This design comes from an exercise in tuning for small area on the open sky130 flow, not from production work.
Only simulation tests tie the RTL to the original design; equivalence was not proved.
Power and IR drop assume default switching activity.

// APB_UART
module APB_UART(
input         PCLK            ,  
input         PRST_N          ,  
input         PSEL            ,
input         PENABLE         ,
input         PWRITE          ,
input  [31:0] PADDR           ,
input  [31:0] PWDATA          ,
output [31:0] PRDATA          ,
output        IRQ             ,
input         Rxd_i           ,
input         ExtClk_i        ,
output        Txd_o
);
export LEC_CHECK = 0
export CAP_MARGIN = 20
export CORE_MARGIN = 2
export CORE_UTILIZATION = 80
export GPL_ROUTABILITY_DRIVEN = 0
export SLEW_MARGIN = 20
create_clock -name core_clock -period 10.0 [get_ports {PCLK}]
standard.sh (not shown) runs the stock make flow with config.mk's settings and CLKGATE_MAP_FILE= SYNTH_SCRIPT=/design/flow/synth_recipe.tcl, a recipe that flattens the netlist after the stock synthesis.
==> flow/flow/run.sh <==
#!/bin/bash
# The standard layout (standard.sh's ORFS make line), except:
#  - synthesis uses flow/synth_area.tcl: synth_recipe.tcl unchanged, but the
#    final ABC mapping uses the area-oriented flow/area.abc, and adders are
#    left to ABC (ADDER_MAP_FILE empty: no half/full adder cells);
#  - buf_1 port buffers;
#  - a clock tree of clustered clkbuf_4 buffers.
set -o pipefail
HERE=$(pwd)
export AREA_ABC_SCRIPT=$HERE/flow/area.abc
export FLOW_SYNTH_TCL=$HERE/synth_recipe.tcl
export BUFFER_PORTS_ARGS="-buffer_cell sky130_fd_sc_hd__buf_1"
export CTS_ARGS="-sink_clustering_enable -repair_clock_nets -buf_list sky130_fd_sc_hd__clkbuf_4 -dont_use_dummy_load -sink_clustering_size 10 -sink_clustering_max_diameter 60"
sed "s#SYNTH_SCRIPT=[^ ]*#SYNTH_SCRIPT=$HERE/flow/synth_area.tcl ADDER_MAP_FILE=#" standard.sh > standard_area.sh
grep -q "SYNTH_SCRIPT=$HERE/flow/synth_area.tcl" standard_area.sh || { echo "could not set SYNTH_SCRIPT" > run_error.log; exit 1; }
bash standard_area.sh > standard.log 2>&1
==> flow/flow/area.abc <==
strash
dch
amap -F 4 -A 8
strash
dch
amap -F 4 -A 8
topo
==> flow/flow/synth_area.tcl <==
# The standard flow's synthesis script (synth_recipe.tcl, sourced unchanged) with the
# final ABC technology mapping run with an area-oriented script
# (flow/area.abc) instead of ORFS's delay-oriented one.  Registers are
# mapped before ABC runs, so they are the same as the standard synthesis's.
proc abc {args} {
  set i [lsearch -exact $args -script]
  if { $i >= 0 } {
    lset args [expr { $i + 1 }] $::env(AREA_ABC_SCRIPT)
  }
  yosys abc {*}$args
}
source $::env(FLOW_SYNTH_TCL)
The baseline finished with timing, DRC and antenna clean.
Rerun with:
- CORE_UTILIZATION: 80 -> 65
- GPL_ROUTABILITY_DRIVEN: 0 -> not set
Effect: Utilization falls by 18 points; sequential share of layout area falls by 0.28 points; setup slack gains 1.3 ns; routed wire length falls by about 13%; power falls by about 2.5%; final cell count rises by about 2.2%; hold slack gains 0.0078 ns; maximum frequency rises by 19%; non-clock buffer count rises by 4; flip-flop and latch count is unchanged; design area rises by 0.44%.

---

APB_UART, a different RTL version from the one above (not shown whole).
For scale: ~760 cells after synthesis, about 270 flip-flops, about 110 I/O pins, ~11000 sq um of cells after synthesis.
clock: 10.0 ns
lec_check: 0
cap_margin: 20
core_margin: 2
core_utilization: 80
slew_margin: 20
==> flow/flow/run.sh <==
#!/bin/bash
# Standard ORFS layout (the standard.sh, unchanged synthesis), with
# buf_1 port buffers and a clock tree of clustered clkbuf_4 buffers.
set -o pipefail
export BUFFER_PORTS_ARGS="-buffer_cell sky130_fd_sc_hd__buf_1"
export CTS_ARGS="-sink_clustering_enable -repair_clock_nets -buf_list sky130_fd_sc_hd__clkbuf_4 -dont_use_dummy_load -sink_clustering_size 10 -sink_clustering_max_diameter 60"
bash standard.sh > standard.log 2>&1
==> next run, changes <==
--- a/flow/config.mk
+++ b/flow/config.mk
@@ -9,3 +9,3 @@
 export CORE_MARGIN = 2
-export CORE_UTILIZATION = 80
+export CORE_UTILIZATION = 65
 export SLEW_MARGIN = 20
Synthesized cell count stays the same.
Cell area is higher by 0.64%.
Total power is lower by 0.63%.
First-iteration DRC count is lower by 35%.
Clock skew is lower by 0.0053 ns.
Wire length is lower by 6.4%.
Final cell count is higher by 4.9%.
Core utilization is lower by 17 points.
Area after synthesis does not change.
Fmax is lower by 0.40%.
Count of clock-buffer cells in the layout does not change.

---

## v14
Starting RTL as in the previous note.
Settings: LEC_CHECK=0, CAP_MARGIN=5, CORE_MARGIN=2, CORE_UTILIZATION=65, GPL_TIMING_DRIVEN=0, SLEW_MARGIN=5; clock period 10.0 ns.
Scripts as last shown in full above: flow/flow/run.sh
v14: full flow OK, the timing, design-rule and antenna checks passed
Changes in v10 relative to v14:
Settings: CAP_MARGIN now 20, was 5; GPL_TIMING_DRIVEN no longer set, was 0; SLEW_MARGIN now 20, was 5.
==> flow/flow/run.sh <==
#!/bin/bash
# The standard layout (standard.sh's ORFS make line), except:
#  - synthesis uses flow/synth_area.tcl: synth_recipe.tcl unchanged, but the
#    final ABC mapping uses the area-oriented flow/area.abc, and adders are
#    left to ABC (ADDER_MAP_FILE empty: no half/full adder cells);
#  - buf_1 port buffers;
#  - a clock tree of clustered clkbuf_4 buffers.
set -o pipefail
HERE=$(pwd)
export AREA_ABC_SCRIPT=$HERE/flow/area.abc
export FLOW_SYNTH_TCL=$HERE/synth_recipe.tcl
export BUFFER_PORTS_ARGS="-buffer_cell sky130_fd_sc_hd__buf_1"
export CTS_ARGS="-sink_clustering_enable -repair_clock_nets -buf_list sky130_fd_sc_hd__clkbuf_4 -dont_use_dummy_load -sink_clustering_size 10 -sink_clustering_max_diameter 60"
sed "s#SYNTH_SCRIPT=[^ ]*#SYNTH_SCRIPT=$HERE/flow/synth_area.tcl ADDER_MAP_FILE=#" standard.sh > standard_area.sh
grep -q "SYNTH_SCRIPT=$HERE/flow/synth_area.tcl" standard_area.sh || { echo "could not set SYNTH_SCRIPT" > run_error.log; exit 1; }
bash standard_area.sh > standard.log 2>&1
==> flow/flow/area.abc (new file) <==
strash
dch
amap -F 4 -A 8
strash
dch
amap -F 4 -A 8
topo
==> flow/flow/synth_area.tcl (new file) <==
# The standard flow's synthesis script (synth_recipe.tcl, sourced unchanged) with the
# final ABC technology mapping run with an area-oriented script
# (flow/area.abc) instead of ORFS's delay-oriented one.  Registers are
# mapped before ABC runs, so they are the same as the standard synthesis's.
proc abc {args} {
  set i [lsearch -exact $args -script]
  if { $i >= 0 } {
    lset args [expr { $i + 1 }] $::env(AREA_ABC_SCRIPT)
  }
  yosys abc {*}$args
}
source $::env(FLOW_SYNTH_TCL)
==> summary.txt <==
Having completed the whole flow, v10 delivered a layout that passed the timing, design-rule and antenna checks. In the flow results for v14 and v10, the met2 track demand over resource in global routing is smaller on v14. Largest net degree at the start of global routing: higher on v10. Compared with v14, v10 shows area inside the core boundary that has gone down by a little under 10%. Relative to v14, the die boundary height of v10 is lower by 3.8 um. Compared with v14, v10 shows number of DRC violations after detailed-routing iteration 0 that has gone up by more than half.
Input changes introduced in v23 (baseline for comparison: v10):
diff --git a/flow/flow/run.sh b/flow/flow/run.sh
--- a/flow/flow/run.sh
+++ b/flow/flow/run.sh
@@ -4,2 +4 @@
-#    final ABC mapping uses the area-oriented flow/area.abc, and adders are
-#    left to ABC (ADDER_MAP_FILE empty: no half/full adder cells);
+#    final ABC mapping uses the area-oriented flow/area.abc;
@@ -14 +13 @@
-sed "s#SYNTH_SCRIPT=[^ ]*#SYNTH_SCRIPT=$HERE/flow/synth_area.tcl ADDER_MAP_FILE=#" standard.sh > standard_area.sh
+sed "s#SYNTH_SCRIPT=[^ ]*#SYNTH_SCRIPT=$HERE/flow/synth_area.tcl#" standard.sh > standard_area.sh
==> flow/flow/area.abc <==
strash
dch -f
amap -F 4 -A 8 -m
topo
==> summary.txt <==
Between v23 and v10, sequential share of layout area is lower for v23, v10 comes in above that. Total length of routed wires on v23 is ahead of v10. Taking v10 as the reference, in v23 global-route usage now sits lower; relative area of non-clock buffer cells in the final design went down by 0.29 points. Of v23 and v10, v10 shows the lower final hold slack, with v23 above it. Lower minimum clock period after layout among v23 and v10: v10. Start point of the critical path = NCnt[1]$_DFF_P_: v23; start point of the critical path = NCnt[0]$_DFF_P_: v10. Peak ir drop on the vdd network: v23 and v10 compared, lower one is v23.

---

RTL: one of the versions met above, not the one the previous note started from.
For scale: roughly 830 cells after synthesis, ~110 I/O pins, ~0.0099 mm^2 of cells after synthesis.
export LEC_CHECK = 0
export CAP_MARGIN = 20
export CORE_MARGIN = 2
export CORE_UTILIZATION = 80
export GPL_TIMING_DRIVEN = 0
export SLEW_MARGIN = 20
create_clock -name core_clock -period 10.0 [get_ports {PCLK}]
==> flow/flow/run.sh <==
#!/bin/bash
# The standard layout (standard.sh's ORFS make line), except:
#  - synthesis uses flow/synth_area.tcl: synth_recipe.tcl unchanged, but the
#    final ABC mapping uses the area-oriented flow/area.abc, and adders are
#    left to ABC (ADDER_MAP_FILE empty: no half/full adder cells);
#  - buf_1 port buffers;
#  - a clock tree of clustered clkbuf_4 buffers.
set -o pipefail
HERE=$(pwd)
export AREA_ABC_SCRIPT=$HERE/flow/area.abc
export FLOW_SYNTH_TCL=$HERE/synth_recipe.tcl
export BUFFER_PORTS_ARGS="-buffer_cell sky130_fd_sc_hd__buf_1"
export CTS_ARGS="-sink_clustering_enable -repair_clock_nets -buf_list sky130_fd_sc_hd__clkbuf_4 -dont_use_dummy_load -sink_clustering_size 10 -sink_clustering_max_diameter 60"
sed "s#SYNTH_SCRIPT=[^ ]*#SYNTH_SCRIPT=$HERE/flow/synth_area.tcl ADDER_MAP_FILE=#" standard.sh > standard_area.sh
grep -q "SYNTH_SCRIPT=$HERE/flow/synth_area.tcl" standard_area.sh || { echo "could not set SYNTH_SCRIPT" > run_error.log; exit 1; }
bash standard_area.sh > standard.log 2>&1
==> flow/flow/area.abc <==
strash
dch
amap -F 4 -A 8
strash
dch
amap -F 4 -A 8
topo
==> flow/flow/synth_area.tcl <==
# The standard flow's synthesis script (synth_recipe.tcl, sourced unchanged) with the
# final ABC technology mapping run with an area-oriented script
# (flow/area.abc) instead of ORFS's delay-oriented one.  Registers are
# mapped before ABC runs, so they are the same as the standard synthesis's.
proc abc {args} {
  set i [lsearch -exact $args -script]
  if { $i >= 0 } {
    lset args [expr { $i + 1 }] $::env(AREA_ABC_SCRIPT)
  }
  yosys abc {*}$args
}
source $::env(FLOW_SYNTH_TCL)
The baseline finished with timing, DRC and antenna clean.
Rerun with:
--- a/flow/config.mk
+++ b/flow/config.mk
@@ -10,3 +10,2 @@
 export CORE_UTILIZATION = 80
-export GPL_TIMING_DRIVEN = 0
 export SLEW_MARGIN = 20
Outcome:
- The new run ran to the end with no violations
- clock skew stays flat
- setup slack is better by 90 ps
- synthesized cell count does not change
- global-route usage goes down by 0.59 points
- combinational power goes down by about 2%
- first-iteration DRC count goes down by 6.9%
- die area is unchanged
- register-to-register slack is better by 90 ps
- fmax goes up by 1.1%
- total power goes down by 0.80%

separate check: timing with driven ports:
Ports are ideal in the flow. The routed layouts listed here were re-timed in OpenROAD.
Step 1, drivers: a clkbuf_16 drives PCLK and a buf_2 each remaining input, both assumed.
Step 2 also shifts input and output timing later by t, the mid clock arrival at the registers, as if the neighbouring blocks saw the same clock.
Slacks: ideal / step 1 / step 2; pairs: ideal / step 1.
| run | t (ns) | slack for setup (ns) | hold WS [ns] | slew at the worst register clock pin (ns) |
|---|---|---|---|---|
| the first run of note 1 | 0.709 | 1.871 / 1.871 / 1.871 | 0.298 / 0.298 / 0.298 | 0.12 / 0.12 |
| the second run of note 1 | 0.690 | 3.170 / 3.147 / 3.147 | 0.306 / 0.306 / 0.306 | 0.11 / 0.11 |
| the first run of note 2 | 0.701 | 2.668 / 2.668 / 2.668 | 0.349 / 0.349 / 0.349 | 0.12 / 0.12 |
| the second run of note 2 | 0.695 | 2.638 / 2.638 / 2.638 | 0.348 / 0.348 / 0.348 | 0.11 / 0.11 |
| v14 | 0.697 | 2.818 / 2.818 / 2.818 | 0.353 / 0.353 / 0.353 | 0.11 / 0.11 |
| v10 | 0.697 | 3.171 / 3.171 / 3.171 | 0.347 / 0.347 / 0.347 | 0.11 / 0.11 |
| v23 | 0.704 | 2.549 / 2.549 / 2.549 | 0.353 / 0.353 / 0.353 | 0.12 / 0.12 |
| the first run of note 4 | 0.698 | 1.543 / 1.543 / 1.543 | 0.318 / 0.318 / 0.318 | 0.11 / 0.11 |
| the second run of note 4 | 0.693 | 1.633 / 1.633 / 1.633 | 0.297 / 0.297 / 0.297 | 0.11 / 0.11 |
After both steps every run listed still meets setup and hold. For the second run of note 1, which loses most, drivers alone change the setup slack by -0.023 ns; drivers and shift together by -0.023 ns.
